Context: an optimization exercise on an open-source flow, tuned for small area, a short achievable clock period and few clock cycles per item. The choices shown serve that exercise and are no tape-out recipe. In this exercise RTL edits were held to simulation tests only and were not proved equivalent to the original.

===== design/flow/config.mk =====
export PLATFORM = sky130hd
export DESIGN_NAME = qoi_decompressor
export DESIGN_NICKNAME = qoi_decompressor
export VERILOG_FILES = /design/flow/design.v
export SDC_FILE = /design/flow/constraint.sdc
export NUM_CORES = 4
export LEC_CHECK = 0
export CAP_MARGIN = 20
export CORE_MARGIN = 2
export CORE_UTILIZATION = 40
export SLEW_MARGIN = 20

===== design/flow/constraint.sdc =====
create_clock -name core_clock -period 10.0 [get_ports {clk}]
set_input_delay 2.0000 -clock core_clock [delete_from_list [all_inputs] [get_ports {clk}]]
set_output_delay 2.0000 -clock core_clock [all_outputs]
set_load 0.01 [all_outputs]

===== design/flow/design.v =====
module qoi_decompressor (
    input  wire        rstn,
    input  wire        clk,
    output wire        i_tready,
    input  wire        i_tvalid,
    input  wire        i_tlast,
    input  wire [31:0] i_tdata,      
    input  wire        o_tready,
    output reg         o_tvalid,
    output reg         o_tlast,
    output reg  [ 7:0] o_R, o_G, o_B,
    output wire [31:0] o_width, o_height
);
localparam [2:0] H_MAGIC = 3'd0,
                 H_WIDTH = 3'd1,
                 H_HEIGHT= 3'd2,
                 H_2BYTE = 3'd3,
                 S_DATA  = 3'd4,
                 S_FLUSH = 3'd5;
reg  [ 2:0] state;
reg         finished;       
reg  [15:0] width, height;
assign o_width  = {16'd0, width};
assign o_height = {16'd0, height};
reg  [23:0] prev;           
reg  [ 5:0] hp;             
reg  [15:0] xr, yr;         
reg         done;           
reg         skid_v, skid_last;
reg         c1v;
reg  [31:0] c1;             
reg         c2v;
reg         c2_add;         
reg         c2_idx;         
reg         c2_rec;         
reg  [23:0] c2_opnd;
reg  [ 5:0] c2_hv;          
reg  [ 5:0] c2_hv2;
reg  [ 5:0] c2_run;         
reg         c3v;
reg         c3_add, c3_idx;
reg  [23:0] c3_opnd;
reg  [ 5:0] c3_hv;
reg  [ 5:0] c3_run;         
reg         c3_run0;        
wire fire    = c3v & ~skid_v & ~done;
wire c3_take = fire & c3_run0;
wire c3_free = ~c3v | c3_take;
wire c2_adv  = c2v & c3_free;
wire c2_free = ~c2v | c3_free;
wire s2_adv  = c1v & c2_free;
wire c1_free = ~c1v | s2_adv;
reg  [ 1:0] rem_cnt;
reg  [23:0] rem;
function [2:0] clen_of(input [7:0] b);
    clen_of = (b[7:6] == 2'b10) ? 3'd2 :
              (b[7:1] == 7'b1111111) ? 3'd4 : 3'd1;
endfunction
wire [2:0] clen_rem = clen_of(rem[7:0]);
wire       enough   = ({1'b0, rem_cnt} >= clen_rem);
wire [55:0] m = (rem_cnt == 2'd0) ? {24'h0, i_tdata                } :
                (rem_cnt == 2'd1) ? {16'h0, i_tdata, rem[ 7:0]} :
                (rem_cnt == 2'd2) ? { 8'h0, i_tdata, rem[15:0]} :
                                    {       i_tdata, rem      } ;
wire [2:0] clen = clen_of(m[7:0]);
wire data_rdy = ~finished & ~enough & c1_free & ~done;
assign i_tready = (state == H_WIDTH) ? ~o_tvalid :
                  (state == S_DATA ) ? data_rdy  : 1'b1;
wire in_take = i_tvalid & i_tready;
wire s1_fire = (state == S_DATA) & ~done & c1_free & (enough | (i_tvalid & data_rdy));
wire [15:0] in_be = {i_tdata[23:16], i_tdata[31:24]};    
always @(posedge clk or negedge rstn)
    if (~rstn) begin
        state    <= H_MAGIC;
        finished <= 1'b0;
        rem_cnt  <= 2'd0;
        c1v      <= 1'b0;
    end else begin
        if (s1_fire)     c1v <= 1'b1;
        else if (s2_adv) c1v <= 1'b0;
        case (state)
            H_MAGIC : if (in_take) state <= H_WIDTH;
            H_WIDTH : if (in_take) state <= H_HEIGHT;
            H_HEIGHT: if (in_take) state <= H_2BYTE;
            H_2BYTE : if (in_take) begin
                state    <= S_DATA;
                rem_cnt  <= 2'd2;
                finished <= 1'b0;
            end
            S_DATA  : if (done) begin
                state   <= finished ? H_MAGIC : S_FLUSH;
                rem_cnt <= 2'd0;
                c1v     <= 1'b0;
            end else if (s1_fire) begin
                rem_cnt <= rem_cnt - clen[1:0];    
                if (~enough) finished <= i_tlast;
            end
            default : if (in_take & i_tlast) state <= H_MAGIC;    
        endcase
    end
always @(posedge clk) begin
    if (state == H_WIDTH && in_take) width  <= in_be;
    if (state == H_HEIGHT && in_take) height <= in_be;
    if (state == H_2BYTE) rem <= {8'h0, i_tdata[31:16]};
    else if (s1_fire) begin
        c1  <= m[31:0];
        rem <= (clen == 3'd1) ? m[31: 8] :
               (clen == 3'd2) ? m[39:16] : m[55:32];
    end
end
reg  [17:0] tab [0:63];     
wire [ 7:0] t0 = c1[7:0];
wire [ 5:0] ci = t0[5:0];
wire [17:0] te = tab[ci];
wire        f2 = (ci == hp);
wire [23:0] tv = f2 ? prev : {te, ci - 6'd53};
wire [ 7:0] df_r = {6'd0, t0[5:4]} - 8'd2;
wire [ 7:0] df_g = {6'd0, t0[3:2]} - 8'd2;
wire [ 7:0] df_b = {6'd0, t0[1:0]} - 8'd2;
wire [ 5:0] df_h = {4'd0, t0[5:4]} * 6'd3 + {4'd0, t0[3:2]} * 6'd5 + {4'd0, t0[1:0]} * 6'd7 + 6'd34;
wire [ 5:0] lu_u = t0[5:0];
wire [ 3:0] lu_1 = c1[15:12];
wire [ 3:0] lu_2 = c1[11: 8];
wire [ 7:0] lu_g = {2'd0, lu_u} - 8'd32;
wire [ 7:0] lu_r = {2'd0, lu_u} + {4'd0, lu_1} - 8'd40;
wire [ 7:0] lu_b = {2'd0, lu_u} + {4'd0, lu_2} - 8'd40;
wire [ 5:0] lu_h1 = lu_u * 6'd15 + 6'd16;
wire [ 5:0] lu_h2 = {2'd0, lu_1} * 6'd3 + {2'd0, lu_2} * 6'd7;
wire [23:0] rgb_lit = {c1[15:8], c1[23:16], c1[31:24]};
wire [ 5:0] rgb_h1 = c1[13:8] * 6'd3 + c1[21:16] * 6'd5;
wire [ 5:0] rgb_h2 = c1[29:24] * 6'd7 + 6'd53;
always @(posedge clk or negedge rstn)
    if (~rstn) c2v <= 1'b0;
    else if (done) c2v <= 1'b0;
    else if (s2_adv) c2v <= 1'b1;
    else if (c2_adv) c2v <= 1'b0;
always @(posedge clk)
    if (s2_adv) begin
        c2_run <= 6'd0;
        c2_rec <= 1'b0;
        c2_hv2 <= 6'd0;
        case (t0[7:6])
            2'b00: begin
                c2_add <= 1'b0; c2_idx <= 1'b1; c2_rec <= ~f2;
                c2_opnd <= tv;
                c2_hv <= ci;
            end
            2'b01: begin
                c2_add <= 1'b1; c2_idx <= 1'b0;
                c2_opnd <= {df_r, df_g, df_b};
                c2_hv <= df_h;
            end
            2'b10: begin
                c2_add <= 1'b1; c2_idx <= 1'b0;
                c2_opnd <= {lu_r, lu_g, lu_b};
                c2_hv <= lu_h1; c2_hv2 <= lu_h2;
            end
            default: if (t0[5:1] != 5'b11111) begin
                c2_add <= 1'b1; c2_idx <= 1'b0;
                c2_opnd <= 24'd0;
                c2_hv <= 6'd0;
                c2_run <= ci;
            end else begin
                c2_add <= 1'b0; c2_idx <= 1'b0;
                c2_opnd <= rgb_lit;
                c2_hv <= rgb_h1; c2_hv2 <= rgb_h2;
            end
        endcase
    end
wire [ 5:0] e_l1 = c2_opnd[21:16];
wire [ 5:0] e_l2 = c2_opnd[13: 8];
wire [ 5:0] e_h  = c2_opnd[ 5: 0];
wire [ 5:0] e_r  = {e_h[4:0], 1'b0} - {e_l1[3:0], 2'b0} - e_l2;
wire [ 5:0] e_g  = e_l1 + {e_l2[4:0], 1'b0} - e_h;
wire [ 5:0] e_b  = e_l1 - e_l2;
wire [23:0] e_v  = {c2_opnd[23:22], e_r, c2_opnd[15:14], e_g, c2_opnd[7:6], e_b};
wire        f3  = c2_idx & (c2_hv == hp);
always @(posedge clk or negedge rstn)
    if (~rstn) c3v <= 1'b0;
    else if (done) c3v <= 1'b0;
    else if (c2_adv) c3v <= 1'b1;
    else if (c3_take) c3v <= 1'b0;
always @(posedge clk)
    if (c2_adv) begin
        c3_add  <= c2_add;
        c3_idx  <= c2_idx;
        c3_hv   <= c2_hv + c2_hv2;
        c3_run  <= c2_run;
        c3_run0 <= (c2_run == 6'd0);
        c3_opnd <= f3 ? prev : c2_rec ? e_v : c2_opnd;
    end else if (fire & ~c3_run0) begin
        c3_run  <= c3_run - 6'd1;
        c3_run0 <= (c3_run == 6'd1);
    end
wire [ 7:0] a_r = prev[23:16] + c3_opnd[23:16];
wire [ 7:0] a_g = prev[15: 8] + c3_opnd[15: 8];
wire [ 7:0] a_b = prev[ 7: 0] + c3_opnd[ 7: 0];
wire        fwd = c3_idx & (c3_hv == hp);
wire [23:0] p   = c3_add ? {a_r, a_g, a_b} : fwd ? prev : c3_opnd;
wire [ 5:0] hpn = c3_add ? hp + c3_hv : c3_hv;
wire        x1  = (xr == 16'd1);
wire        last = x1 & (yr == 16'd1);
always @(posedge clk)
    if (state == H_HEIGHT && in_take) begin
        prev <= 24'd0;
        hp   <= 6'd53;
        xr   <= width;
        yr   <= in_be;
    end else if (fire) begin
        prev <= p;
        hp   <= hpn;
        if (x1) begin
            xr <= width;
            yr <= yr - 16'd1;
        end else
            xr <= xr - 16'd1;
    end
always @(posedge clk or negedge rstn)
    if (~rstn) done <= 1'b1;
    else if (state == H_HEIGHT && in_take) done <= 1'b0;
    else if (fire & last) done <= 1'b1;
wire [ 5:0] w_l2 = prev[21:16] + {prev[12:8] + prev[4:0], 1'b0};
wire [ 5:0] w_l1 = w_l2 + prev[5:0];
always @(posedge clk)
    tab[hp] <= {prev[23:22], w_l1, prev[15:14], w_l2, prev[7:6]};
wire o_free = ~o_tvalid | o_tready;
always @(posedge clk or negedge rstn)
    if (~rstn) begin
        o_tvalid <= 1'b0;
        skid_v   <= 1'b0;
    end else if (o_free) begin
        o_tvalid <= skid_v | fire;
        skid_v   <= 1'b0;
    end else if (fire)
        skid_v   <= 1'b1;
always @(posedge clk)
    if (o_free) begin
        {o_R, o_G, o_B} <= skid_v ? prev : p;
        o_tlast         <= skid_v ? skid_last : last;
    end else if (fire)
        skid_last <= last;
endmodule

===== design/flow/run.sh =====
#!/bin/bash
# synth_recipe.tcl (not shown) runs the flow's synth.tcl, then flattens the netlist and writes it again
# the make line also repeats each setting of config.mk as NAME=value (left out here)
make -C /OpenROAD-flow-scripts/flow DESIGN_CONFIG=/design/flow/config.mk WORK_HOME=/design/flow/orfs CLKGATE_MAP_FILE= SYNTH_SCRIPT=/design/flow/synth_recipe.tcl finish

==> results of run 1 <==
## flip-flops by register name (all words and copies together) (netlist names), 2 cells and up, named ones only
name     cells
c3_opnd     24
o_B          8
prev        24
c2_hv2       6
xr          16
o_G          8
c2_opnd     24
width       16
c1          32
rem_cnt      2
hp           6
height      16
c2_run       6
state        3
c2_hv        6
c3_run       6
rem         24
yr          16
tab       1152
c3_hv        6
o_R          8
## worst max-delay path: cells and delay by family, from the launching register on
family	cells	cell delay, ps
and+or+nand+nor	4	1050
adders and majority gates	1	330
AOI/OAI and AO/OA	3	400
DFF	1	330
buffers and inverters	3	1180
## per-layer routing
metal	vias up	share of wire, %	GRT usage [%]
li1	15374	-	-
met1	18114	43	28.7
met2	1365	47	32.3
met3	244	7.6	3.97
met4	0	2.7	5.88
met5	-	0	0
## cell type report
class                      count  area, um^2
fill                       13585       85800
sequential                  1430       42500
multi-input combinational   2045       19600
clock buffer                 187        4030
tap                         2072        2590
timing repair buffer         238        2080
clock inverter                98         925
inverter                     157         589
## layout by cell type, fill, tap and decap left out, types with 41 or more instances in the layout
cell type        netlist  routed
buf_4                 60     138
mux4_2               288     288
nor2_2                 0      64
ha_1                 144     142
xor2_1                42      41
fa_1                  49      48
o21ai_0              136     135
clkbuf_16              0     156
clkdlybuf4s50_1        0      95
mux2_2                60      60
mux2i_1              144     144
inv_1                156     153
a21oi_1              159     159
xnor2_1               93      87
edfxtp_1            1374    1374
nand2_1              178     178
nor2_1               200     136
## per-stage QoR
step                instance area (um^2)  utilization, %  hold WS, ps
floorplan                          63600               -          400
global placement                   67300            42.6          407
detailed placement                 67300            42.6          407
CTS                                72200            45.7          437
global route                       72300            45.7          452
finish                             72300            45.7          439
## path summary, 6_finish.rpt
kind,start,to,cells past startpoint
hold reg to reg,c2_add$_DFFE_PP_,c3_add$_DFFE_PP_,0
max in group asynchronous,rstn,o_tvalid$_DFFE_PN0N_,1
setup reg to reg,prev[0]$_SDFFE_PP0P_,tab[61][13]$_DFFE_PP_,9
hold / removal,c2_add$_DFFE_PP_,c3_add$_DFFE_PP_,0
min in group asynchronous,rstn,state[1]$_DFFE_PN0P_,1
setup / recovery,rem_cnt[0]$_DFFE_PN0P_,i_tready,11
## kinds of logic (layout without fill, tap and decap cells)
logic type	count (synthesis)	in the layout
DFF	1430	1430
AOI/OAI and AO/OA	606	606
and+or+nand+nor	587	587
muxes	492	492
buffers and inverters	390	680
adders and majority gates	193	193
xor gates and xnor gates	135	135
other	1	32
==> flow_summary.json, run 1 <==
{
  "ys_ff_latch": 1430,
  "drive_gt1_share_pct": 20.0,
  "grtUsageTotal_pct": 20.4,
  "synth.top_cell.area_share_pct": 65.0,
  "crit_path_top_delay_cell": "clkdlybuf4s50_1",
  "synth-xor-area-share_pct": 1.86,
  "synth_edf_count": 1374,
  "drtIter0Drc": 3879,
  "synthCells": 3834,
  "setup_slack_ps": 3920,
  "critPathMostFrequentCell": "a21oi_1",
  "place_congestion": 0.876,
  "clk_latency_ps": 780,
  "yosysWarnings": 1,
  "path_cells": "buf_4 -> inv_1 -> ha_1 -> nand2b_1 -> a21oi_1 -> a21oi_1 -> or2_2 -> or3b_2 -> nand3b_1 -> a21o_1 -> clkdlybuf4s50_1",
  "vias": 35097,
  "status": "no timing/DRC/antenna violations",
  "die-height_um": 402,
  "cts_tree": "done",
  "post_cts_buffers": 0,
  "r2r_slack_ps": 5240,
  "insertedDiodeCount": 0,
  "rsz0062_at_grt": "no",
  "synth_most_common_cell": "edfxtp_1",
  "layout_min_cycle_time_ps": 6080,
  "hold_path_class": "flop to flop",
  "place_inst": 5940,
  "die-width_um": 402,
  "synthToLayoutAreaGrowth_pct": 13.9,
  "arrival_ps": 4080,
  "nets": 4258,
  "synthAdderAreaFrac_pct": 4.39,
  "port_buffers": 95,
  "grt_antenna_before_repair": 3,
  "synth.distinct_cells": 78,
  "start_util_pct": 40.2,
  "finalSetupViolCount": 0,
  "numCtsBuffers": 156,
  "slowest_delay_ps": 530,
  "synth-main-ff-cell": "edfxtp_1",
  "drc": 0,
  "grt_pass1_vias": 34780,
  "rows": 146,
  "syn_area_mm2": 0.0635,
  "synth-simple-area-share_pct": 4.26,
  "synth_compound_area_share_pct": 6.16,
  "final_cells": 6227,
  "endpoint_kind": "primary output",
  "via_per_inst": 5.64,
  "cp-start-kind": "flop",
  "h-tree-depth": 4,
  "clockBufferDepth": 3,
  "finalCritPeriodShare_pct": 60.8,
  "io_pins": 128,
  "tightest_slew_ps": 1150,
  "crit_required_ps": 8000,
  "avgRoutedWirePerCell_um": 26.6,
  "netlist_top_cells_count": "1374 x edfxtp_1, 288 x mux4_2, 200 x nor2_1",
  "grt_max_degree": 97,
  "grt_first_pass_wirelength_mm": 243,
  "post_cts_resized": 0,
  "synthMuxAreaShare_pct": 13.6,
  "synth_seq_area_share_pct": 66.9,
  "yosysTopAreaCell": "edfxtp_1",
  "routed_wl_mm": 165,
  "drtAntennaViolNets": 0,
  "drv_cap": 0,
  "drv_slew": 0,
  "cp_max_fo": 36,
  "max_slew_margin_pct": 23.1,
  "overflow": 0,
  "finClkSkew_ps": 35.3,
  "cts_sinks": 1430,
  "cts_hold_buf": 0,
  "die-area_mm2": 0.162,
  "cts-root-buf": "clkbuf_16",
  "synth_top_family_by_area": "multiplexers",
  "synth_area_leaders": "edfxtp_1 65%, mux4_2 10%, ha_1 2.8%",
  "hpwl_mm": 103,
  "place_ws_ps": 4760,
  "coreArea_mm2": 0.158,
  "async_flop_share_pct": 0.839,
  "path_class": "flop to primary output",
  "clkSlewWorstSetupHoldPaths_ps": 60,
  "avgSynthCellArea_um2": 16.5,
  "clock.fmax_mhz": 165,
  "finalSetupTns_ps": 0,
  "firstDrtPassIters": 6,
  "finalHoldViolCount": 0
}
Testbench counts, summed over its fixed seeds: cycles 49,382, pixels 48,510.
==> run 2, diff against run 1 <==
--- a/design/flow/config.mk
+++ b/design/flow/config.mk
@@ -8,4 +8,5 @@
 export CAP_MARGIN = 20
 export CORE_MARGIN = 2
 export CORE_UTILIZATION = 40
+export SETUP_SLACK_MARGIN = 5
 export SLEW_MARGIN = 20
==> run 2 against run 1 <==
Compared with the run above: still clean; core utilization is essentially flat; register-to-register slack is essentially flat.
==> flow_summary.json, run 2 <==
{
  "nets": 4251,
  "rsz0062_at_grt": "yes",
  "drtIter0Drc": 3797,
  "async_flop_share_pct": 0.839,
  "h-tree-depth": 4,
  "place_inst": 5934,
  "finalSetupViolCount": 0,
  "hold_path_class": "flop to flop",
  "yosysWarnings": 1,
  "firstDrtPassIters": 6,
  "largest_reg_flops": 1152,
  "syn_area_mm2": 0.0635,
  "status": "no timing/DRC/antenna violations",
  "synthToLayoutAreaGrowth_pct": 14.0,
  "grtUsageTotal_pct": 20.4,
  "start_util_pct": 40.2,
  "n_fill_cell": 13520,
  "place_congestion": 0.853,
  "die-width_um": 402,
  "finalCritPeriodShare_pct": 51.1,
  "reg_top3": "tab x1152, c1 x32",
  "finalHoldViolCount": 0,
  "synth_most_common_cell": "edfxtp_1",
  "layout_min_cycle_time_ps": 5110,
  "rows": 146,
  "routed_wl_mm": 166,
  "hold_depth": 0,
  "grt_antenna_before_repair": 4,
  "avgRoutedWirePerCell_um": 26.8,
  "synth_seq_area_share_pct": 66.9,
  "max_slew_margin_pct": 30.3,
  "netlist_top_cells_count": "1374 x edfxtp_1, 288 x mux4_2, 200 x nor2_1",
  "r2r_cells": 12,
  "synth.top_cell.area_share_pct": 65.0,
  "cts_hold_buf": 0,
  "regMostFlops": "tab",
  "numCtsBuffers": 151,
  "ff_latch_area_mm2": 0.0425,
  "drive_gt1_share_pct": 20.0,
  "min_from": "c2_add$_DFFE_PP_",
  "io_pins": 128,
  "synth_edf_count": 1374,
  "path_class": "flop to primary output",
  "vias": 35326,
  "clk_latency_ps": 780,
  "clockBufferDepth": 3,
  "synth_area_leaders": "edfxtp_1 65%, mux4_2 10%, ha_1 2.8%",
  "cp-start-kind": "flop",
  "tightest_slew_ps": 1040,
  "die-area_mm2": 0.162,
  "yosysTopAreaCell": "edfxtp_1",
  "avgSynthCellArea_um2": 16.5,
  "hold_path_end": "c3_add$_DFFE_PP_",
  "cp_max_fo": 3,
  "coreArea_mm2": 0.158,
  "r2r_slack_ps": 5250,
  "grt_max_degree": 96,
  "final_cells": 6208,
  "overflow": 0,
  "ys_ff_latch": 1430,
  "endpoint_kind": "primary output",
  "synth-main-ff-cell": "edfxtp_1",
  "via_per_inst": 5.69,
  "arrival_ps": 3110,
  "cts_sinks": 1430,
  "clkSlewWorstSetupHoldPaths_ps": 60,
  "whs_ps": 422,
  "drc": 0,
  "layout_commonest_cell": "edfxtp_1",
  "cts_tree": "done",
  "drtAntennaViolNets": 0,
  "grt_pass1_vias": 34902,
  "synthCells": 3834,
  "die-height_um": 402,
  "crit_required_ps": 8000,
  "r2r-end": "tab[44][15]$_DFFE_PP_",
  "grt_first_pass_wirelength_mm": 243,
  "multi_input_area_mm2": 0.0197,
  "port_buffers": 95,
  "synth.distinct_cells": 78,
  "drv_slew": 0,
  "timing.rr.start": "prev[0]$_SDFFE_PP0P_",
  "finClkSkew_ps": 40.1,
  "drv_cap": 0,
  "final_cell_mix": "1374 x edfxtp_1, 288 x mux4_2, 178 x nand2_1",
  "hpwl_mm": 103,
  "finalSetupTns_ps": 0,
  "cts-root-buf": "clkbuf_16",
  "clock.fmax_mhz": 196
}
[run 2: cell counts after synthesis]
No cell type changed its count.
[run 2: layout make-up]
type	instances	area share [%]
flip-flops and latches	1430	58.7
multi-input cells	2045	27.2
clock buffers	196	5.66
well taps	2072	3.59
repair buffers	236	2.91
clock inverters	71	1.06
inverters	157	0.815
diodes	1	0.00346
[run 2: layer usage]
metal / global-route usage, % / up-vias / wire length (um)
met4: 6.17 / 0 / 4710
met2: 32.4 / 1336 / 78300
li1: - / 15339 / -
met1: 28.9 / 18382 / 71700
met5: 0 / - / 0
met3: 3.64 / 269 / 11700
[run 2: repair_timing]
action | in CTS | in global routing
endpoints found under the setup margin | 1 | 1
resized for setup | 16 | 2
pin swaps | 3 | 3
buffers inserted | 3 | 1
cloned | 1 | 0
[run 2: worst max-delay path: stages (launching register included)]
cell	delay, ps
edfxtp_1	400
nand4_1	170
nor2_4	140
a21boi_2	60
ha_1	270
nand2b_4	140
a21oi_2	120
a21oi_2	70
or2_4	240
or3b_4	370
nand3b_1	100
a21o_1	110
buf_2	120
[run 2: logic make-up after synthesis]
| group | Yosys count | synth area share (%) |
|---|---|---|
| and+or+nand+nor | 587 | 4.26 |
| AOI/OAI and AO/OA | 606 | 6.16 |
| buffers and inverters | 390 | 2.87 |
| xor gates and xnor gates | 135 | 1.86 |
| muxes | 492 | 13.6 |
| adders and majority gates | 193 | 4.39 |
| DFF | 1430 | 66.9 |
| other | 1 | 0.00591 |
[run 2: worst max path at each step]
stage	from	end	slack, ps
6_report	rem[7]$_DFFE_PP_	i_tready	4890
5_1_grt	rem[7]$_DFFE_PP_	i_tready	4740
4_1_cts	rem[7]$_DFFE_PP_	i_tready	4810
3_5_place_dp	rem_cnt[0]$_DFFE_PN0P_	i_tready	4790
3_3_place_gp	rem_cnt[0]$_DFFE_PN0P_	i_tready	4730
2_1_floorplan	prev[0]$_SDFFE_PP0P_	tab[0][12]$_DFFE_PP_	5050
[run 2: through the flow]
step | util, % | instance area, um^2 | worst slack (ps)
final | 45.8 | 72300 | 4890
after global routing | 45.8 | 72300 | 4740
after CTS | 45.7 | 72300 | 4810
after detailed placement | 42.6 | 67300 | 4790
after global placement | 42.6 | 67300 | 4730
after floorplan | - | 63600 | 5050
==> run 3, diff against run 2 <==
==> design/flow/flow/run.sh (new file) <==
#!/bin/bash
set -euo pipefail
bash standard.sh SETUP_SLACK_MARGIN=6.5 finish > flow_make.log 2>&1
==> design/flow/standard.sh (new file) <==
#!/bin/bash
# synth_recipe.tcl (not shown) runs the flow's synth.tcl, then flattens the netlist and writes it again
# the make line also repeats each setting of config.mk as NAME=value (left out here)
make -C /OpenROAD-flow-scripts/flow DESIGN_CONFIG=/design/flow/config.mk WORK_HOME=/design/flow/orfs CLKGATE_MAP_FILE= SYNTH_SCRIPT=/design/flow/synth_recipe.tcl "${@:-finish}"
--- a/design/flow/config.mk
+++ b/design/flow/config.mk
@@ -8,5 +8,4 @@
 export CAP_MARGIN = 20
 export CORE_MARGIN = 2
 export CORE_UTILIZATION = 40
-export SETUP_SLACK_MARGIN = 5
 export SLEW_MARGIN = 20
removed: design/flow/run.sh
==> run 3 against run 2 <==
Compared with the run above: via count up 1.7%; first-iteration DRC count increased by 8.1%; die area is the same; critical path type unchanged; global-route usage grew 0.45 points.
==> flow_summary.json, run 3 <==
{
  "avgRoutedWirePerCell_um": 27.2,
  "rows": 146,
  "timing.rr.start": "c1[1]$_DFFE_PP_",
  "arrival_ps": 3080,
  "vias": 35923,
  "n_fill_cell": 13389,
  "insertedDiodeCount": 0,
  "rsz0062_at_grt": "yes",
  "via_per_inst": 5.72,
  "overflow": 0,
  "largest_reg_flops": 1152,
  "path_cells": "buf_6 -> nand2b_4 -> a21boi_2 -> ha_1 -> nand2b_4 -> a21oi_2 -> a21oi_2 -> or2_4 -> or3b_4 -> nand3b_1 -> a21o_1 -> buf_2",
  "die-height_um": 402,
  "path_class": "flop to primary output",
  "die-width_um": 402,
  "h-tree-depth": 4,
  "drive_gt1_share_pct": 22.7,
  "grtUsageTotal_pct": 20.9,
  "routed_wl_mm": 170,
  "finalHoldViolCount": 0,
  "synthToLayoutAreaGrowth_pct": 15.5,
  "clock.fmax_mhz": 197,
  "ys_ff_latch": 1430,
  "multi_input_area_mm2": 0.0200,
  "drv_cap": 0,
  "synth.top_cell.area_share_pct": 65.0,
  "max_slew_margin_pct": 31.4,
  "hpwl_mm": 104,
  "synth_edf_count": 1374,
  "layout_min_cycle_time_ps": 5080,
  "final_cell_mix": "1374 x edfxtp_1, 288 x mux4_2, 176 x nand2_1",
  "crit_path_top_delay_cell": "edfxtp_1",
  "min_from": "c2_add$_DFFE_PP_",
  "synth_area_leaders": "edfxtp_1 65%, mux4_2 10%, ha_1 2.8%",
  "die-area_mm2": 0.162,
  "r2r_slack_ps": 6200,
  "clk_latency_ps": 820,
  "cts_tree": "done",
  "clkSlewWorstSetupHoldPaths_ps": 60,
  "avgSynthCellArea_um2": 16.5,
  "firstDrtPassIters": 6,
  "synthCells": 3834,
  "slowest_delay_ps": 420,
  "finalSetupTns_ps": 0,
  "grt_pass1_vias": 34731,
  "cts-root-buf": "clkbuf_16",
  "yosysWarnings": 1,
  "finClkSkew_ps": 50.2,
  "place_congestion": 0.853,
  "syn_area_mm2": 0.0635,
  "cp_max_fo": 2,
  "nets": 4311,
  "crit_required_ps": 8000,
  "r2r_cells": 15,
  "r2r-end": "c2_hv[5]$_DFFE_PP_",
  "finalSetupViolCount": 0,
  "port_buffers": 95,
  "grt_antenna_before_repair": 6,
  "numCtsBuffers": 152,
  "yosysTopAreaCell": "edfxtp_1",
  "grt_max_degree": 85,
  "synth_seq_area_share_pct": 66.9,
  "hold_path_end": "c3_add$_DFFE_PP_",
  "netlist_top_cells_count": "1374 x edfxtp_1, 288 x mux4_2, 200 x nor2_1",
  "regMostFlops": "tab",
  "hold_path_class": "flop to flop",
  "async_flop_share_pct": 0.839,
  "cts_sinks": 1430,
  "ff_latch_area_mm2": 0.0425,
  "drtIter0Drc": 4105,
  "layout_commonest_cell": "edfxtp_1",
  "grt_first_pass_wirelength_mm": 247,
  "synth-main-ff-cell": "edfxtp_1",
  "drv_slew": 0,
  "start_util_pct": 40.2,
  "synth.distinct_cells": 78,
  "reg_top3": "tab x1152, c1 x32",
  "drtAntennaViolNets": 0,
  "coreArea_mm2": 0.158,
  "cp-start-kind": "flop",
  "status": "no timing/DRC/antenna violations",
  "synth_most_common_cell": "edfxtp_1",
  "tightest_slew_ps": 1030,
  "io_pins": 128,
  "drc": 0,
  "finalCritPeriodShare_pct": 50.8,
  "hold_depth": 0,
  "clockBufferDepth": 3,
  "endpoint_kind": "primary output"
}
-- run 3: cell counts after synthesis --
No cell type changed its count.
-- run 3: worst max-delay path by stage --
stage	startpoint	end	slack, ps	cells after the start
global placement	rem_cnt[0]$_DFFE_PN0P_	i_tready	5100	11
CTS	rem[7]$_DFFE_PP_	i_tready	4910	12
finish	rem[7]$_DFFE_PP_	i_tready	4920	12
detailed placement	i_tvalid	xr[12]$_DFFE_PP_	5080	4
floorplan	rem[7]$_DFFE_PP_	i_tready	5800	11
global route	rem[7]$_DFFE_PP_	i_tready	4790	12
-- run 3: layer usage --
layer	part of all wire [%]	global-route usage, %
met1	43	30.3
met3	7.7	3.53
met5	0	0
met4	2.6	5.92
met2	47	32.5
-- run 3: cell families after synthesis --
family | after synthesis | synth area share (%)
flops | 1430 | 66.9
compound gates | 606 | 6.16
simple gates | 587 | 4.26
mux | 492 | 13.6
buf+inv | 390 | 2.87
fa+ha+maj | 193 | 4.39
xor+xnor | 135 | 1.86
other cells | 1 | 0.00591
-- run 3: repair_timing --
action	in CTS	in global routing
cloned	6	2
pin swaps	10	11
setup endpoints to repair	502	236
buffers inserted	36	20
hold buffers	0	0
resized for setup	205	31
-- run 3: stage by stage --
stage	hold WS (ps)	worst slack, ps	cell area, um^2	std cells	utilization [%]
floorplan	400	5800	63900	3865	-
global placement	404	5100	67500	5935	42.7
detailed placement	406	5080	67500	5935	42.7
CTS	419	4910	73000	6256	46.2
global route	427	4790	73300	6278	46.4
finish	419	4920	73300	6278	46.4
-- run 3: layout make-up --
type                       instances  share of cell area [%]
clock buffer                     190                    5.48
clock inverter                    89                    1.16
inverter                         157                   0.835
multi-input combinational       2045                    27.3
sequential                      1430                    57.9
tap                             2072                    3.54
timing repair buffer             292                    3.76
timing repair inverter             3                  0.0273
-- run 3: critical path: cells and delay by family, from the launching register on --
kind                       cells  cell delay [ps]
buffers and inverters          2              270
AOI/OAI and AO/OA              4              460
DFF                            1              420
adders and majority gates      1              240
and+or+nand+nor                5              890
==> run 4, diff against run 3 <==
--- a/design/flow/design.v
+++ b/design/flow/design.v
@@ -35,7 +35,7 @@
 reg         c2_rec;         
 reg  [23:0] c2_opnd;
 reg  [ 5:0] c2_hv;          
-reg  [ 5:0] c2_hv2;
+reg  [ 5:0] c2_hv2, c2_hv3;
 reg  [ 5:0] c2_run;         
 reg         c3v;
 reg         c3_add, c3_idx;
@@ -56,18 +56,20 @@
     clen_of = (b[7:6] == 2'b10) ? 3'd2 :
               (b[7:1] == 7'b1111111) ? 3'd4 : 3'd1;
 endfunction
-wire [2:0] clen_rem = clen_of(rem[7:0]);
-wire       enough   = ({1'b0, rem_cnt} >= clen_rem);
+wire       rem_rgb  = (rem[7:1] == 7'b1111111);
+wire       rem_luma = (rem[7:6] == 2'b10);
+wire       enough   = ~rem_rgb & (rem_luma ? rem_cnt[1] : (rem_cnt != 2'd0));
 wire [55:0] m = (rem_cnt == 2'd0) ? {24'h0, i_tdata                } :
                 (rem_cnt == 2'd1) ? {16'h0, i_tdata, rem[ 7:0]} :
                 (rem_cnt == 2'd2) ? { 8'h0, i_tdata, rem[15:0]} :
                                     {       i_tdata, rem      } ;
 wire [2:0] clen = clen_of(m[7:0]);
-wire data_rdy = ~finished & ~enough & c1_free & ~done;
-assign i_tready = (state == H_WIDTH) ? ~o_tvalid :
-                  (state == S_DATA ) ? data_rdy  : 1'b1;
+reg         st_any, st_w, st_d;    
+wire c1_free_d = ~c1v | ~c2v | ~c3v | (~skid_v & c3_run0);
+wire data_rdy = st_d & ~enough & c1_free_d;
+assign i_tready = st_any | (st_w & ~o_tvalid) | data_rdy;
 wire in_take = i_tvalid & i_tready;
-wire s1_fire = (state == S_DATA) & ~done & c1_free & (enough | (i_tvalid & data_rdy));
+wire s1_fire = (state == S_DATA) & ~done & c1_free & (enough | (i_tvalid & ~finished));
 wire [15:0] in_be = {i_tdata[23:16], i_tdata[31:24]};    
 always @(posedge clk or negedge rstn)
     if (~rstn) begin
@@ -76,37 +78,51 @@
         rem_cnt  <= 2'd0;
         c1v      <= 1'b0;
     end else begin
-        if (s1_fire)     c1v <= 1'b1;
-        else if (s2_adv) c1v <= 1'b0;
-        case (state)
-            H_MAGIC : if (in_take) state <= H_WIDTH;
-            H_WIDTH : if (in_take) state <= H_HEIGHT;
-            H_HEIGHT: if (in_take) state <= H_2BYTE;
-            H_2BYTE : if (in_take) begin
-                state    <= S_DATA;
-                rem_cnt  <= 2'd2;
-                finished <= 1'b0;
-            end
-            S_DATA  : if (done) begin
-                state   <= finished ? H_MAGIC : S_FLUSH;
+        if (c1_free) c1v <= s1_fire;
+        state    <= state_n;
+        finished <= finished_n;
+        if (state == H_2BYTE) rem_cnt <= 2'd2;
+        else if (state == S_DATA) begin
+            if (done) begin
                 rem_cnt <= 2'd0;
                 c1v     <= 1'b0;
-            end else if (s1_fire) begin
+            end else if (s1_fire)
                 rem_cnt <= rem_cnt - clen[1:0];    
-                if (~enough) finished <= i_tlast;
-            end
-            default : if (in_take & i_tlast) state <= H_MAGIC;    
-        endcase
+        end
+    end
+reg  [2:0] state_n;
+reg        finished_n;
+always @(*) begin
+    state_n    = state;
+    finished_n = finished;
+    case (state)
+        H_MAGIC : if (in_take) state_n = H_WIDTH;
+        H_WIDTH : if (in_take) state_n = H_HEIGHT;
+        H_HEIGHT: if (in_take) state_n = H_2BYTE;
+        H_2BYTE : if (in_take) begin state_n = S_DATA; finished_n = 1'b0; end
+        S_DATA  : if (done) state_n = finished ? H_MAGIC : S_FLUSH;
+                  else if (s1_fire & ~enough) finished_n = i_tlast;
+        default : if (in_take & i_tlast) state_n = H_MAGIC;
+    endcase
+end
+always @(posedge clk or negedge rstn)
+    if (~rstn) begin
+        st_any <= 1'b1;
+        st_w   <= 1'b0;
+        st_d   <= 1'b0;
+    end else begin
+        st_any <= (state_n != H_WIDTH) & (state_n != S_DATA);
+        st_w   <= (state_n == H_WIDTH);
+        st_d   <= (state_n == S_DATA) & ~finished_n & ~(done | (fire & last));
     end
 always @(posedge clk) begin
     if (state == H_WIDTH && in_take) width  <= in_be;
     if (state == H_HEIGHT && in_take) height <= in_be;
     if (state == H_2BYTE) rem <= {8'h0, i_tdata[31:16]};
-    else if (s1_fire) begin
-        c1  <= m[31:0];
+    else if (s1_fire)
         rem <= (clen == 3'd1) ? m[31: 8] :
                (clen == 3'd2) ? m[39:16] : m[55:32];
-    end
+    if (c1_free) c1 <= m[31:0];
 end
 reg  [17:0] tab [0:63];     
 wire [ 7:0] t0 = c1[7:0];
@@ -117,28 +133,33 @@
 wire [ 7:0] df_r = {6'd0, t0[5:4]} - 8'd2;
 wire [ 7:0] df_g = {6'd0, t0[3:2]} - 8'd2;
 wire [ 7:0] df_b = {6'd0, t0[1:0]} - 8'd2;
-wire [ 5:0] df_h = {4'd0, t0[5:4]} * 6'd3 + {4'd0, t0[3:2]} * 6'd5 + {4'd0, t0[1:0]} * 6'd7 + 6'd34;
+wire [ 5:0] df_h1 = {3'd0, t0[5:4], 1'b0} + {4'd0, t0[5:4]};                 
+wire [ 5:0] df_h2 = {2'd0, t0[3:2], 2'b0} + {4'd0, t0[3:2]};                 
+wire [ 5:0] df_h3 = {1'b0, t0[1:0], 3'b0} + 6'd34 - {4'd0, t0[1:0]};         
 wire [ 5:0] lu_u = t0[5:0];
 wire [ 3:0] lu_1 = c1[15:12];
 wire [ 3:0] lu_2 = c1[11: 8];
 wire [ 7:0] lu_g = {2'd0, lu_u} - 8'd32;
 wire [ 7:0] lu_r = {2'd0, lu_u} + {4'd0, lu_1} - 8'd40;
 wire [ 7:0] lu_b = {2'd0, lu_u} + {4'd0, lu_2} - 8'd40;
-wire [ 5:0] lu_h1 = lu_u * 6'd15 + 6'd16;
-wire [ 5:0] lu_h2 = {2'd0, lu_1} * 6'd3 + {2'd0, lu_2} * 6'd7;
+wire [ 5:0] lu_h1 = {lu_u[1:0] + 2'd1, 4'd0} - lu_u;                        
+wire [ 5:0] lu_h2 = {1'b0, lu_1, 1'b0} + {2'd0, lu_1};                       
+wire [ 5:0] lu_h3 = {lu_2[2:0], 3'd0} - {2'd0, lu_2};                        
 wire [23:0] rgb_lit = {c1[15:8], c1[23:16], c1[31:24]};
-wire [ 5:0] rgb_h1 = c1[13:8] * 6'd3 + c1[21:16] * 6'd5;
-wire [ 5:0] rgb_h2 = c1[29:24] * 6'd7 + 6'd53;
+wire [ 5:0] rgb_h1 = {c1[12:8], 1'b0} + c1[13:8];                           
+wire [ 5:0] rgb_h2 = {c1[19:16], 2'b0} + c1[21:16];                         
+wire [ 5:0] rgb_h3 = {c1[26:24] + 3'd6, 3'd5} - c1[29:24];                  
 always @(posedge clk or negedge rstn)
     if (~rstn) c2v <= 1'b0;
     else if (done) c2v <= 1'b0;
     else if (s2_adv) c2v <= 1'b1;
     else if (c2_adv) c2v <= 1'b0;
 always @(posedge clk)
-    if (s2_adv) begin
+    if (c2_free) begin
         c2_run <= 6'd0;
         c2_rec <= 1'b0;
         c2_hv2 <= 6'd0;
+        c2_hv3 <= 6'd0;
         case (t0[7:6])
             2'b00: begin
                 c2_add <= 1'b0; c2_idx <= 1'b1; c2_rec <= ~f2;
@@ -148,12 +169,12 @@
             2'b01: begin
                 c2_add <= 1'b1; c2_idx <= 1'b0;
                 c2_opnd <= {df_r, df_g, df_b};
-                c2_hv <= df_h;
+                c2_hv <= df_h1; c2_hv2 <= df_h2; c2_hv3 <= df_h3;
             end
             2'b10: begin
                 c2_add <= 1'b1; c2_idx <= 1'b0;
                 c2_opnd <= {lu_r, lu_g, lu_b};
-                c2_hv <= lu_h1; c2_hv2 <= lu_h2;
+                c2_hv <= lu_h1; c2_hv2 <= lu_h2; c2_hv3 <= lu_h3;
             end
             default: if (t0[5:1] != 5'b11111) begin
                 c2_add <= 1'b1; c2_idx <= 1'b0;
@@ -163,7 +184,7 @@
             end else begin
                 c2_add <= 1'b0; c2_idx <= 1'b0;
                 c2_opnd <= rgb_lit;
-                c2_hv <= rgb_h1; c2_hv2 <= rgb_h2;
+                c2_hv <= rgb_h1; c2_hv2 <= rgb_h2; c2_hv3 <= rgb_h3;
             end
         endcase
     end
@@ -181,10 +202,10 @@
     else if (c2_adv) c3v <= 1'b1;
     else if (c3_take) c3v <= 1'b0;
 always @(posedge clk)
-    if (c2_adv) begin
+    if (c3_free) begin
         c3_add  <= c2_add;
         c3_idx  <= c2_idx;
-        c3_hv   <= c2_hv + c2_hv2;
+        c3_hv   <= c2_hv + c2_hv2 + c2_hv3;
         c3_run  <= c2_run;
         c3_run0 <= (c2_run == 6'd0);
         c3_opnd <= f3 ? prev : c2_rec ? e_v : c2_opnd;
==> run 4 against run 3 <==
Compared with the run above: worst setup slack gained 1100 ps; critical path depth shrank 6; count of clock-buffer cells in the layout shrank 1; cell area shrank 0.73%.
==> flow_summary.json, run 4 <==
{
  "drive_gt1_share_pct": 22.5,
  "grt_max_degree": 108,
  "ys_ff_latch": 1439,
  "cts_tree": "done",
  "crit_start": "rem[2]$_DFFE_PP_",
  "via_per_inst": 5.73,
  "final_cells": 6173,
  "port_buffers": 95,
  "cts_hold_buf": 0,
  "rows": 145,
  "path_cells": "nand4_1 -> nor3_4 -> buf_6 -> o21ai_4 -> nand2_1 -> buf_2",
  "final_cell_mix": "1380 x edfxtp_1, 308 x mux4_2, 205 x nand2_1",
  "path_class": "flop to primary output",
  "synth_most_common_cell": "edfxtp_1",
  "routed_wl_mm": 168,
  "r2r_cells": 14,
  "grtUsageTotal_pct": 20.7,
  "finalSetupViolCount": 0,
  "drv_slew": 0,
  "synth.top_cell.area_share_pct": 66.0,
  "reg_top3": "tab x1152, c1 x32",
  "hold_path_class": "flop to flop",
  "regMostFlops": "tab",
  "synth_edf_count": 1380,
  "hpwl_mm": 98.7,
  "drc": 0,
  "slowest_delay_ps": 400,
  "yosysWarnings": 1,
  "synth-main-ff-cell": "edfxtp_1",
  "async_flop_share_pct": 1.04,
  "clkSlewWorstSetupHoldPaths_ps": 60,
  "place_congestion": 0.874,
  "coreArea_mm2": 0.156,
  "largest_reg_flops": 1152,
  "clk_latency_ps": 810,
  "timing.rr.start": "prev[0]$_SDFFE_PP0P_",
  "avgRoutedWirePerCell_um": 27.2,
  "n_fill_cell": 13145,
  "die-height_um": 400,
  "start_util_pct": 40.2,
  "status": "no timing/DRC/antenna violations",
  "cp_max_fo": 4,
  "cts-root-buf": "clkbuf_16",
  "synth.distinct_cells": 80,
  "finalHoldViolCount": 0,
  "max_slew_margin_pct": 31.3,
  "tightest_slew_ps": 1030,
  "layout_min_cycle_time_ps": 4020,
  "firstDrtPassIters": 6,
  "crit_path_top_delay_cell": "edfxtp_1",
  "synthToLayoutAreaGrowth_pct": 15.9,
  "synthCells": 3778,
  "insertedDiodeCount": 0,
  "place_inst": 5840,
  "nets": 4163,
  "yosysTopAreaCell": "edfxtp_1",
  "drtIter0Drc": 4058,
  "syn_area_mm2": 0.0628,
  "netlist_top_cells_count": "1380 x edfxtp_1, 308 x mux4_2, 225 x nor2_1",
  "r2r-end": "tab[60][15]$_DFFE_PP_",
  "drv_cap": 0,
  "finClkSkew_ps": 53.0,
  "grt_first_pass_wirelength_mm": 244,
  "finalSetupTns_ps": 0,
  "clockBufferDepth": 3,
  "h-tree-depth": 4,
  "layout_commonest_cell": "edfxtp_1",
  "cts_sinks": 1439,
  "io_pins": 128,
  "r2r_slack_ps": 6440,
  "rsz0062_at_grt": "yes",
  "finalCritPeriodShare_pct": 40.2,
  "cp-start-kind": "flop",
  "grt_pass1_vias": 34644,
  "avgSynthCellArea_um2": 16.6,
  "drtAntennaViolNets": 0,
  "numCtsBuffers": 151,
  "clock.fmax_mhz": 249,
  "die-area_mm2": 0.160,
  "synth_seq_area_share_pct": 68.0,
  "crit_required_ps": 8000,
  "vias": 35402,
  "endpoint_kind": "primary output",
  "arrival_ps": 2020,
  "overflow": 0,
  "die-width_um": 400,
  "cp-endpoint": "i_tready",
  "grt_antenna_before_repair": 4,
  "synth_area_leaders": "edfxtp_1 66%, mux4_2 11%, ha_1 2.2%"
}
run 4: worst min path at each step:
stage | from | cells after the start | slack (ps) | endpoint
after floorplan | c2_add$_DFFE_PP_ | 0 | 400 | c3_add$_DFFE_PP_
after global routing | c2_idx$_DFFE_PP_ | 0 | 470 | c3_idx$_DFFE_PP_
after CTS | c2_idx$_DFFE_PP_ | 0 | 460 | c3_idx$_DFFE_PP_
after detailed placement | c2_add$_DFFE_PP_ | 0 | 430 | c3_add$_DFFE_PP_
final | c2_idx$_DFFE_PP_ | 0 | 460 | c3_idx$_DFFE_PP_
after global placement | c2_add$_DFFE_PP_ | 0 | 430 | c3_add$_DFFE_PP_
run 4: cell families after synthesis:
kind of cell             count (synthesis)  share of synthesized area (%)
multiplexers                           479                           13.9
flip-flops                            1439                           68.0
AND/OR/NAND/NOR                        668                           4.87
buffers and inverters                  350                           2.64
other                                    1                        0.00597
XOR/XNOR                               121                           1.69
adder cells (fa/ha/maj)                137                           3.06
AO/OA/AOI/OAI                          583                           5.85
run 4: metrics by stage:
stage	setup slack, ps	hold slack [ps]	area (um^2)	utilization (%)
2_1_floorplan	4600	400	63100	-
3_3_place_gp	5370	433	66600	42.7
3_5_place_dp	5330	434	66600	42.7
4_1_cts	5840	457	72500	46.5
5_1_grt	5890	471	72800	46.6
6_report	5980	462	72800	46.6
run 4: routing by layer:
layer	GRT usage (%)	routed length, um	vias to the layer above
li1	-	-	15284
met1	29.4	72200	18445
met2	32.9	79600	1432
met3	3.40	11800	239
met4	6.17	4580	2
met5	0	11	-
run 4: critical path: cells and delay by family (launching register included):
family / cells / cell delay [ps]
compound gates: 1 / 200
buf+inv: 2 / 280
flops: 1 / 400
simple gates: 3 / 350
run 4: area by class of cell:
class | count | area [um^2] | share of cell area, %
repair buffers | 261 | 2710 | 3.72
clock inverters | 90 | 1050 | 1.45
flip-flops and latches | 1439 | 42700 | 58.7
multi-input cells | 2021 | 19300 | 26.5
inverters | 115 | 435 | 0.598
clock buffers | 189 | 3990 | 5.49
well taps | 2058 | 2570 | 3.54
run 4: what timing repair did:
item	4_1_cts	5_1_grt
resized for setup	215	33
setup endpoints to repair	408	222
pin swaps	13	9
buffers inserted	29	11
gates cloned	10	4
Testbench counts of run 4, summed over its fixed seeds: cycles 49,382, pixels 48,510.
==> run 5, diff against run 4 <==
==> design/flow/flow/run.sh (replaced) <==
#!/bin/bash
set -euo pipefail
bash standard.sh SETUP_SLACK_MARGIN=7 finish > flow_make.log 2>&1
--- a/design/flow/config.mk
+++ b/design/flow/config.mk
@@ -8,4 +8,5 @@
 export CAP_MARGIN = 20
 export CORE_MARGIN = 2
 export CORE_UTILIZATION = 40
+export CTS_CLUSTER_SIZE = 24
 export SLEW_MARGIN = 20
==> run 5 against run 4 <==
Compared with the run above: still clean on timing, DRC and antenna; global-route usage is 0.65 points higher; cell count is 1.7% higher; synthesized area stayed put; maximum frequency is 0.99% higher; wire length is 4.0% higher; count of clock-buffer cells in the layout is 9 lower; die area stayed put; core utilization is 1.2 points higher; critical endpoint unchanged; largest cell class unchanged.
==> flow_summary.json, run 5 <==
{
  "die-area_mm2": 0.160,
  "vias": 35987,
  "status": "no timing/DRC/antenna violations",
  "endpoint_kind": "primary output",
  "path_class": "flop to primary output",
  "cp_max_fo": 2,
  "die-width_um": 400,
  "synth-simple-area-share_pct": 4.87,
  "overflow": 0,
  "clockBufferDepth": 3,
  "drc": 0,
  "clkSlewWorstSetupHoldPaths_ps": 60,
  "synth-main-ff-cell": "edfxtp_1",
  "start_util_pct": 40.2,
  "synth_seq_area_share_pct": 68.0,
  "routed_wl_mm": 175,
  "layout_min_cycle_time_ps": 3980,
  "async_flop_share_pct": 1.04,
  "cts_sinks": 1439,
  "syn_area_mm2": 0.0628,
  "hold_path_class": "flop to flop",
  "synthMuxAreaShare_pct": 13.9,
  "drtAntennaViolNets": 0,
  "grt_pass1_vias": 35556,
  "cts_tree": "done",
  "drtIter0Drc": 4222,
  "max_slew_margin_pct": 31.0,
  "cp-start-kind": "flop",
  "finalSetupTns_ps": 0,
  "grt_max_degree": 107,
  "firstDrtPassIters": 6,
  "final_cell_mix": "1380 x edfxtp_1, 308 x mux4_2, 203 x nand2_1",
  "yosysWarnings": 1,
  "drv_slew": 0,
  "synth_area_leaders": "edfxtp_1 66%, mux4_2 11%, ha_1 2.2%",
  "synth.distinct_cells": 80,
  "numCtsBuffers": 151,
  "port_buffers": 95,
  "hpwl_mm": 98.6,
  "io_pins": 128,
  "largest_reg_flops": 1152,
  "ys_ff_latch": 1439,
  "place_congestion": 0.870,
  "final_cells": 6280,
  "avgSynthCellArea_um2": 16.6,
  "synthCells": 3778,
  "tightest_slew_ps": 1030,
  "place_inst": 5846,
  "rsz0062_at_grt": "yes",
  "drive_gt1_share_pct": 26.6,
  "via_per_inst": 5.73,
  "cts-root-buf": "clkbuf_16",
  "n_fill_cell": 13033,
  "grtUsageTotal_pct": 21.4,
  "finalCritPeriodShare_pct": 39.8,
  "crit_required_ps": 8000,
  "finalHoldViolCount": 0,
  "grt_antenna_before_repair": 6,
  "drv_cap": 0,
  "clk_latency_ps": 810,
  "h-tree-depth": 4,
  "synth_most_common_cell": "edfxtp_1",
  "rows": 145,
  "synth-xor-area-share_pct": 1.69,
  "netlist_top_cells_count": "1380 x edfxtp_1, 308 x mux4_2, 225 x nor2_1",
  "arrival_ps": 1980,
  "yosysTopAreaCell": "edfxtp_1",
  "synth_top_family_by_area": "multiplexers",
  "clock.fmax_mhz": 251,
  "finClkSkew_ps": 56.8,
  "synthAdderAreaFrac_pct": 3.06,
  "cts_hold_buf": 0,
  "avgRoutedWirePerCell_um": 27.8,
  "coreArea_mm2": 0.156,
  "grt_first_pass_wirelength_mm": 251,
  "die-height_um": 400,
  "nets": 4272,
  "synth_edf_count": 1380,
  "regMostFlops": "tab",
  "synth_compound_area_share_pct": 5.85,
  "synthToLayoutAreaGrowth_pct": 18.9,
  "reg_top3": "tab x1152, c1 x32",
  "layout_commonest_cell": "edfxtp_1",
  "synth.top_cell.area_share_pct": 66.0,
  "finalSetupViolCount": 0
}
## run 5: cell counts after synthesis
Identical to the previous run, type by type.
## run 5: kinds of logic (layout without fill, tap and decap cells)
logic type / Yosys count / after routing
buffers and inverters: 350 / 759
flip-flops: 1439 / 1439
multiplexers: 479 / 479
other: 1 / 34
adder cells (fa/ha/maj): 137 / 137
AND/OR/NAND/NOR: 668 / 669
XOR/XNOR: 121 / 121
AO/OA/AOI/OAI: 583 / 584
## run 5: per-stage QoR
| stage | setup WS [ps] | area (um^2) | hold slack [ps] | util [%] |
|---|---|---|---|---|
| finish | 6020 | 74700 | 444 | 47.9 |
| global route | 5930 | 74700 | 446 | 47.9 |
| CTS | 5910 | 74100 | 434 | 47.5 |
| detailed placement | 5020 | 66800 | 438 | 42.8 |
| global placement | 5060 | 66800 | 434 | 42.8 |
| floorplan | 4600 | 63300 | 400 | - |
## run 5: path summary, 6_finish.rpt
check / slack (ps) / end / from / depth (start not counted)
worst max-delay path: 6020 / i_tready / rem[2]$_DFFE_PP_ / 6
worst min register to register: 440 / c3_idx$_DFFE_PP_ / c2_idx$_DFFE_PP_ / 0
max in group asynchronous: 7760 / rem_cnt[1]$_DFFE_PN0P_ / rstn / 1
worst max register to register: 6500 / tab[32][15]$_DFFE_PP_ / prev[8]$_SDFFE_PP0P_ / 14
worst min-delay path: 440 / c3_idx$_DFFE_PP_ / c2_idx$_DFFE_PP_ / 0
min in group asynchronous: 1680 / state[2]$_DFF_PN0_ / rstn / 1
## run 5: critical path: stages, from the launching register on
cell and delay (ps):
edfxtp_1 430, nand4_1 220, nor3_4 60, buf_12 130, o21ai_4 140, nand2_2 70, buf_6 140
## run 5: area by class of cell
class / instances / area, um^2 / share of cell area (%)
clock buffer: 180 / 3930 / 5.26
sequential: 1439 / 42700 / 57.2
tap: 2058 / 2570 / 3.45
timing repair inverter: 2 / 15.0 / 0.0201
inverter: 115 / 450 / 0.603
timing repair buffer: 367 / 4260 / 5.70
clock inverter: 95 / 1110 / 1.49
antenna: 2 / 5.00 / 0.00670
multi-input combinational: 2022 / 19600 / 26.2
## run 5: timing repair
| action | in CTS | in global routing |
|---|---|---|
| resized for setup | 425 | 60 |
| buffers inserted | 80 | 30 |
| cloned | 38 | 9 |
| setup endpoints to repair | 714 | 418 |
| pin swaps | 26 | 20 |
## run 5: routing by layer
metal	wire length [um]	vias up	GRT usage (%)	share of wire [%]
li1	-	15503	-	-
met1	72600	18603	29.8	42
met2	83400	1575	34.2	48
met3	13200	304	3.75	7.6
met4	5520	2	6.71	3.2
met5	13	-	0	0.0074
==> run 6, diff against run 5 <==
--- a/design/flow/design.v
+++ b/design/flow/design.v
@@ -56,9 +56,10 @@
     clen_of = (b[7:6] == 2'b10) ? 3'd2 :
               (b[7:1] == 7'b1111111) ? 3'd4 : 3'd1;
 endfunction
-wire       rem_rgb  = (rem[7:1] == 7'b1111111);
-wire       rem_luma = (rem[7:6] == 2'b10);
-wire       enough   = ~rem_rgb & (rem_luma ? rem_cnt[1] : (rem_cnt != 2'd0));
+function enough_of(input [7:0] b, input [1:0] n);    
+    enough_of = (b[7:1] != 7'b1111111) & ((b[7:6] == 2'b10) ? n[1] : (n != 2'd0));
+endfunction
+reg         enough;         
 wire [55:0] m = (rem_cnt == 2'd0) ? {24'h0, i_tdata                } :
                 (rem_cnt == 2'd1) ? {16'h0, i_tdata, rem[ 7:0]} :
                 (rem_cnt == 2'd2) ? { 8'h0, i_tdata, rem[15:0]} :
@@ -68,60 +69,64 @@
 wire c1_free_d = ~c1v | ~c2v | ~c3v | (~skid_v & c3_run0);
 wire data_rdy = st_d & ~enough & c1_free_d;
 assign i_tready = st_any | (st_w & ~o_tvalid) | data_rdy;
-wire in_take = i_tvalid & i_tready;
 wire s1_fire = (state == S_DATA) & ~done & c1_free & (enough | (i_tvalid & ~finished));
 wire [15:0] in_be = {i_tdata[23:16], i_tdata[31:24]};    
+reg  [ 2:0] state_n;
+reg         finished_n;
+reg  [ 1:0] rem_cnt_n;
+reg  [23:0] rem_n;
+always @(*) begin
+    state_n    = state;
+    finished_n = finished;
+    rem_cnt_n  = rem_cnt;
+    rem_n      = rem;
+    case (state)
+        H_MAGIC : if (i_tvalid) state_n = H_WIDTH;
+        H_WIDTH : if (i_tvalid & ~o_tvalid) state_n = H_HEIGHT;
+        H_HEIGHT: if (i_tvalid) state_n = H_2BYTE;
+        H_2BYTE : if (i_tvalid) begin
+            state_n    = S_DATA;
+            finished_n = 1'b0;
+            rem_cnt_n  = 2'd2;
+            rem_n      = {8'h0, i_tdata[31:16]};
+        end
+        S_DATA  : if (done) begin
+            state_n   = finished ? H_MAGIC : S_FLUSH;
+            rem_cnt_n = 2'd0;
+        end else if (s1_fire) begin
+            if (~enough) finished_n = i_tlast;
+            rem_cnt_n = rem_cnt - clen[1:0];    
+            rem_n     = (clen == 3'd1) ? m[31: 8] :
+                        (clen == 3'd2) ? m[39:16] : m[55:32];
+        end
+        default : if (i_tvalid & i_tlast) state_n = H_MAGIC;    
+    endcase
+end
 always @(posedge clk or negedge rstn)
     if (~rstn) begin
         state    <= H_MAGIC;
         finished <= 1'b0;
         rem_cnt  <= 2'd0;
+        enough   <= 1'b0;
         c1v      <= 1'b0;
+        st_any   <= 1'b1;
+        st_w     <= 1'b0;
+        st_d     <= 1'b0;
     end else begin
-        if (c1_free) c1v <= s1_fire;
         state    <= state_n;
         finished <= finished_n;
-        if (state == H_2BYTE) rem_cnt <= 2'd2;
-        else if (state == S_DATA) begin
-            if (done) begin
-                rem_cnt <= 2'd0;
-                c1v     <= 1'b0;
-            end else if (s1_fire)
-                rem_cnt <= rem_cnt - clen[1:0];    
-        end
-    end
-reg  [2:0] state_n;
-reg        finished_n;
-always @(*) begin
-    state_n    = state;
-    finished_n = finished;
-    case (state)
-        H_MAGIC : if (in_take) state_n = H_WIDTH;
-        H_WIDTH : if (in_take) state_n = H_HEIGHT;
-        H_HEIGHT: if (in_take) state_n = H_2BYTE;
-        H_2BYTE : if (in_take) begin state_n = S_DATA; finished_n = 1'b0; end
-        S_DATA  : if (done) state_n = finished ? H_MAGIC : S_FLUSH;
-                  else if (s1_fire & ~enough) finished_n = i_tlast;
-        default : if (in_take & i_tlast) state_n = H_MAGIC;
-    endcase
-end
-always @(posedge clk or negedge rstn)
-    if (~rstn) begin
-        st_any <= 1'b1;
-        st_w   <= 1'b0;
-        st_d   <= 1'b0;
-    end else begin
-        st_any <= (state_n != H_WIDTH) & (state_n != S_DATA);
-        st_w   <= (state_n == H_WIDTH);
-        st_d   <= (state_n == S_DATA) & ~finished_n & ~(done | (fire & last));
+        rem_cnt  <= rem_cnt_n;
+        enough   <= enough_of(rem_n[7:0], rem_cnt_n);
+        if (c1_free) c1v <= s1_fire;
+        if (state == S_DATA && done) c1v <= 1'b0;
+        st_any   <= (state_n != H_WIDTH) & (state_n != S_DATA);
+        st_w     <= (state_n == H_WIDTH);
+        st_d     <= (state_n == S_DATA) & ~finished_n & ~(done | (fire & last));
     end
 always @(posedge clk) begin
-    if (state == H_WIDTH && in_take) width  <= in_be;
-    if (state == H_HEIGHT && in_take) height <= in_be;
-    if (state == H_2BYTE) rem <= {8'h0, i_tdata[31:16]};
-    else if (s1_fire)
-        rem <= (clen == 3'd1) ? m[31: 8] :
-               (clen == 3'd2) ? m[39:16] : m[55:32];
+    if (state == H_WIDTH && i_tvalid && ~o_tvalid) width <= in_be;
+    if (state == H_HEIGHT && i_tvalid) height <= in_be;
+    rem <= rem_n;
     if (c1_free) c1 <= m[31:0];
 end
 reg  [17:0] tab [0:63];     
@@ -222,7 +227,7 @@
 wire        x1  = (xr == 16'd1);
 wire        last = x1 & (yr == 16'd1);
 always @(posedge clk)
-    if (state == H_HEIGHT && in_take) begin
+    if (state == H_HEIGHT && i_tvalid) begin
         prev <= 24'd0;
         hp   <= 6'd53;
         xr   <= width;
@@ -238,7 +243,7 @@
     end
 always @(posedge clk or negedge rstn)
     if (~rstn) done <= 1'b1;
-    else if (state == H_HEIGHT && in_take) done <= 1'b0;
+    else if (state == H_HEIGHT && i_tvalid) done <= 1'b0;
     else if (fire & last) done <= 1'b1;
 wire [ 5:0] w_l2 = prev[21:16] + {prev[12:8] + prev[4:0], 1'b0};
 wire [ 5:0] w_l1 = w_l2 + prev[5:0];
==> design/flow/flow/run.sh (replaced) <==
#!/bin/bash
set -euo pipefail
bash standard.sh SETUP_SLACK_MARGIN=6.5 finish > flow_make.log 2>&1
--- a/design/flow/config.mk
+++ b/design/flow/config.mk
@@ -8,5 +8,4 @@
 export CAP_MARGIN = 20
 export CORE_MARGIN = 2
 export CORE_UTILIZATION = 40
-export CTS_CLUSTER_SIZE = 24
 export SLEW_MARGIN = 20
==> run 6 against run 5 <==
Compared with the run above: die area decreased by 0.85%; flip-flop and latch count increased by 1; cell count decreased by 5.9%; global-route usage decreased by 1.2 points; first-iteration DRC count decreased by 6.7%; hold slack got worse by 7.2 ps; wire length decreased by 8.1%; synthesized cell count decreased by 6.0%; synthesized area decreased by 0.86%.
==> flow_summary.json, run 6 <==
{
  "status": "no timing/DRC/antenna violations",
  "setup_slack_ps": 6100,
  "path_class": "flop to primary output",
  "die-area_mm2": 0.159,
  "die-width_um": 399,
  "start_util_pct": 40.4,
  "clockBufferDepth": 3,
  "hold_path_class": "flop to flop",
  "synth_most_common_cell": "edfxtp_1",
  "via_per_inst": 5.69,
  "path_cells": "buf_12 -> nand2b_4 -> nand2b_1 -> a311o_1 -> buf_2",
  "yosysTopAreaCell": "edfxtp_1",
  "ys_ff_latch": 1440,
  "crit_path_top_delay_cell": "dfrtp_2",
  "synth-main-ff-cell": "edfxtp_1",
  "finalSetupViolCount": 0,
  "grt_max_degree": 73,
  "async_flop_share_pct": 1.11,
  "clkSlewWorstSetupHoldPaths_ps": 60,
  "finClkSkew_ps": 30.7,
  "avgRoutedWirePerCell_um": 27.2,
  "synth.distinct_cells": 75,
  "place_congestion": 0.873,
  "ff_latch_area_mm2": 0.0428,
  "multi_input_area_mm2": 0.0188,
  "routed_wl_mm": 161,
  "drv_cap": 0,
  "vias": 33605,
  "drv_slew": 0,
  "synthCells": 3552,
  "final_cell_mix": "1381 x edfxtp_1, 361 x mux4_2, 155 x clkbuf_16",
  "clock.fmax_mhz": 256,
  "overflow": 0,
  "slowest_delay_ps": 380,
  "cp-start-kind": "flop",
  "regMostFlops": "tab",
  "synthToLayoutAreaGrowth_pct": 15.0,
  "port_buffers": 95,
  "reg_top3": "tab x1152, c1 x32",
  "drtIter0Drc": 3940,
  "h-tree-depth": 4,
  "drc": 0,
  "rsz0062_at_grt": "yes",
  "place_ws_ps": 4850,
  "finalCritPeriodShare_pct": 39.0,
  "tightest_slew_ps": 1080,
  "largest_reg_flops": 1152,
  "die-height_um": 399,
  "crit_required_ps": 8000,
  "layout_commonest_cell": "edfxtp_1",
  "cts_sinks": 1440,
  "nets": 3927,
  "finalHoldViolCount": 0,
  "cts_tree": "done",
  "endpoint_kind": "primary output",
  "grtUsageTotal_pct": 20.2,
  "hpwl_mm": 92.9,
  "rows": 144,
  "yosysWarnings": 1,
  "syn_area_mm2": 0.0623,
  "firstDrtPassIters": 5,
  "netlist_top_cells_count": "1381 x edfxtp_1, 361 x mux4_2, 219 x nor2_1",
  "synth_edf_count": 1381,
  "avgSynthCellArea_um2": 17.5,
  "grt_pass1_vias": 33135,
  "n_fill_cell": 13085,
  "synth_area_leaders": "edfxtp_1 67%, mux4_2 13%, ha_1 2.2%",
  "synth.top_cell.area_share_pct": 66.6,
  "synth_seq_area_share_pct": 68.6,
  "drive_gt1_share_pct": 23.9,
  "grt_antenna_before_repair": 6,
  "io_pins": 128,
  "cp_max_fo": 2,
  "layout_min_cycle_time_ps": 3900,
  "clk_latency_ps": 810,
  "max_slew_margin_pct": 27.5,
  "numCtsBuffers": 151,
  "arrival_ps": 1900,
  "drtAntennaViolNets": 0,
  "finalSetupTns_ps": 0,
  "cts-root-buf": "clkbuf_16",
  "grt_first_pass_wirelength_mm": 233,
  "coreArea_mm2": 0.154
}
[run 6: metal layers]
layer	part of all wire (%)	GRT usage [%]	vias up
li1	-	-	14485
met3	6.9	3.21	229
met1	43	29.2	17576
met5	0	0	-
met4	2.4	5.48	0
met2	47	31.9	1315
[run 6: final cells by class]
type | count | area share [%]
diodes | 2 | 0.00699
clock buffers | 204 | 5.67
clock inverters | 60 | 0.800
inverters | 133 | 0.720
multi-input cells | 1801 | 26.3
flip-flops and latches | 1440 | 59.7
well taps | 2044 | 3.57
repair buffers | 224 | 3.17
repair inverters | 2 | 0.0175
[run 6: worst max-delay path: cells and delay by family, from the launching register on]
family                 cells  cell delay (ps)
AOI/OAI and AO/OA          1              330
buffers and inverters      2              250
DFF                        1              380
and+or+nand+nor            2              170
[run 6: through the flow]
stage	std cells	instance area, um^2	hold slack, ps	util (%)
global placement	5596	66200	404	42.9
finish	5910	71600	437	46.4
global route	5908	71600	440	46.4
floorplan	3583	62600	400	-
CTS	5895	71400	429	46.3
detailed placement	5596	66200	406	42.9
[run 6: worst paths after layout]
path	from	end	slack [ps]	depth (start not counted)
worst max-delay path	skid_v$_DFFE_PN0P_	i_tready	6100	5
worst min-delay path	c2_add$_DFFE_PP_	c3_add$_DFFE_PP_	440	0
worst max register to register	flop	c2_opnd[16]$_DFFE_PP_	6560	7
worst min register to register	c2_add$_DFFE_PP_	c3_add$_DFFE_PP_	440	0
max in group asynchronous	rstn	c3v$_DFFE_PN0P_	7730	1
min in group asynchronous	rstn	rem_cnt[0]$_DFF_PN0_	1680	1
[run 6: cells by family after synthesis]
logic type | share of synthesized area (%)
xor gates and xnor gates | 1.65
DFF | 68.6
and+or+nand+nor | 4.02
muxes | 15.5
AOI/OAI and AO/OA | 4.66
other | 0.00602
adders and majority gates | 3.09
buffers and inverters | 2.44
[run 6: timing repair]
item,CTS,global route
resized for setup,166,39
hold buffers,0,0
cloned,11,3
buffers inserted,24,10
setup endpoints to repair,433,197
pin swaps,6,6
Testbench counts of run 6, summed over its fixed seeds: cycles 49,382, pixels 48,510.

-- port drivers added, routing unchanged --
The results above use ideal ports. As a check the final layouts listed here were re-extracted and re-timed, cells and wires unchanged.
Step 1 (the two cells are an assumption about what drives the block):
set clk [get_ports {clk}]
set_driving_cell -lib_cell sky130_fd_sc_hd__clkbuf_16 $clk
set_driving_cell -lib_cell sky130_fd_sc_hd__buf_2 [delete_from_list [all_inputs] $clk]
Step 2, shift: input delay + t, output delay - t, t = (earliest + latest rising clock arrival at the registers) / 2. This alone moves slack from input paths to output paths.
a / b / c = no drivers / after step 1 / after step 2; a / b = the first two.
run	t, ns	slack for setup (ns)	hold slack, ns	worst slew at a driven data input, ns	cell pins on the clock port's net
run 1	0.847	3.924 / 3.844 / 4.690	0.439 / 0.439 / 0.439	0.07	1
run 2	0.837	4.886 / 4.810 / 5.147	0.422 / 0.422 / 0.422	0.07	1
run 3	0.871	4.923 / 4.845 / 5.551	0.419 / 0.419 / 0.419	0.07	1
run 4	0.863	5.977 / 5.901 / 5.687	0.462 / 0.462 / 0.462	0.04	1
run 5	0.857	6.016 / 5.938 / 6.235	0.444 / 0.444 / 0.444	0.04	1
run 6	0.871	6.098 / 6.017 / 5.705	0.437 / 0.437 / 0.437	0.07	1
After both steps setup and hold are still met in every run listed. The setup slack of run 6, which loses most, moves by -0.081 ns with the drivers and by -0.393 ns with both steps.
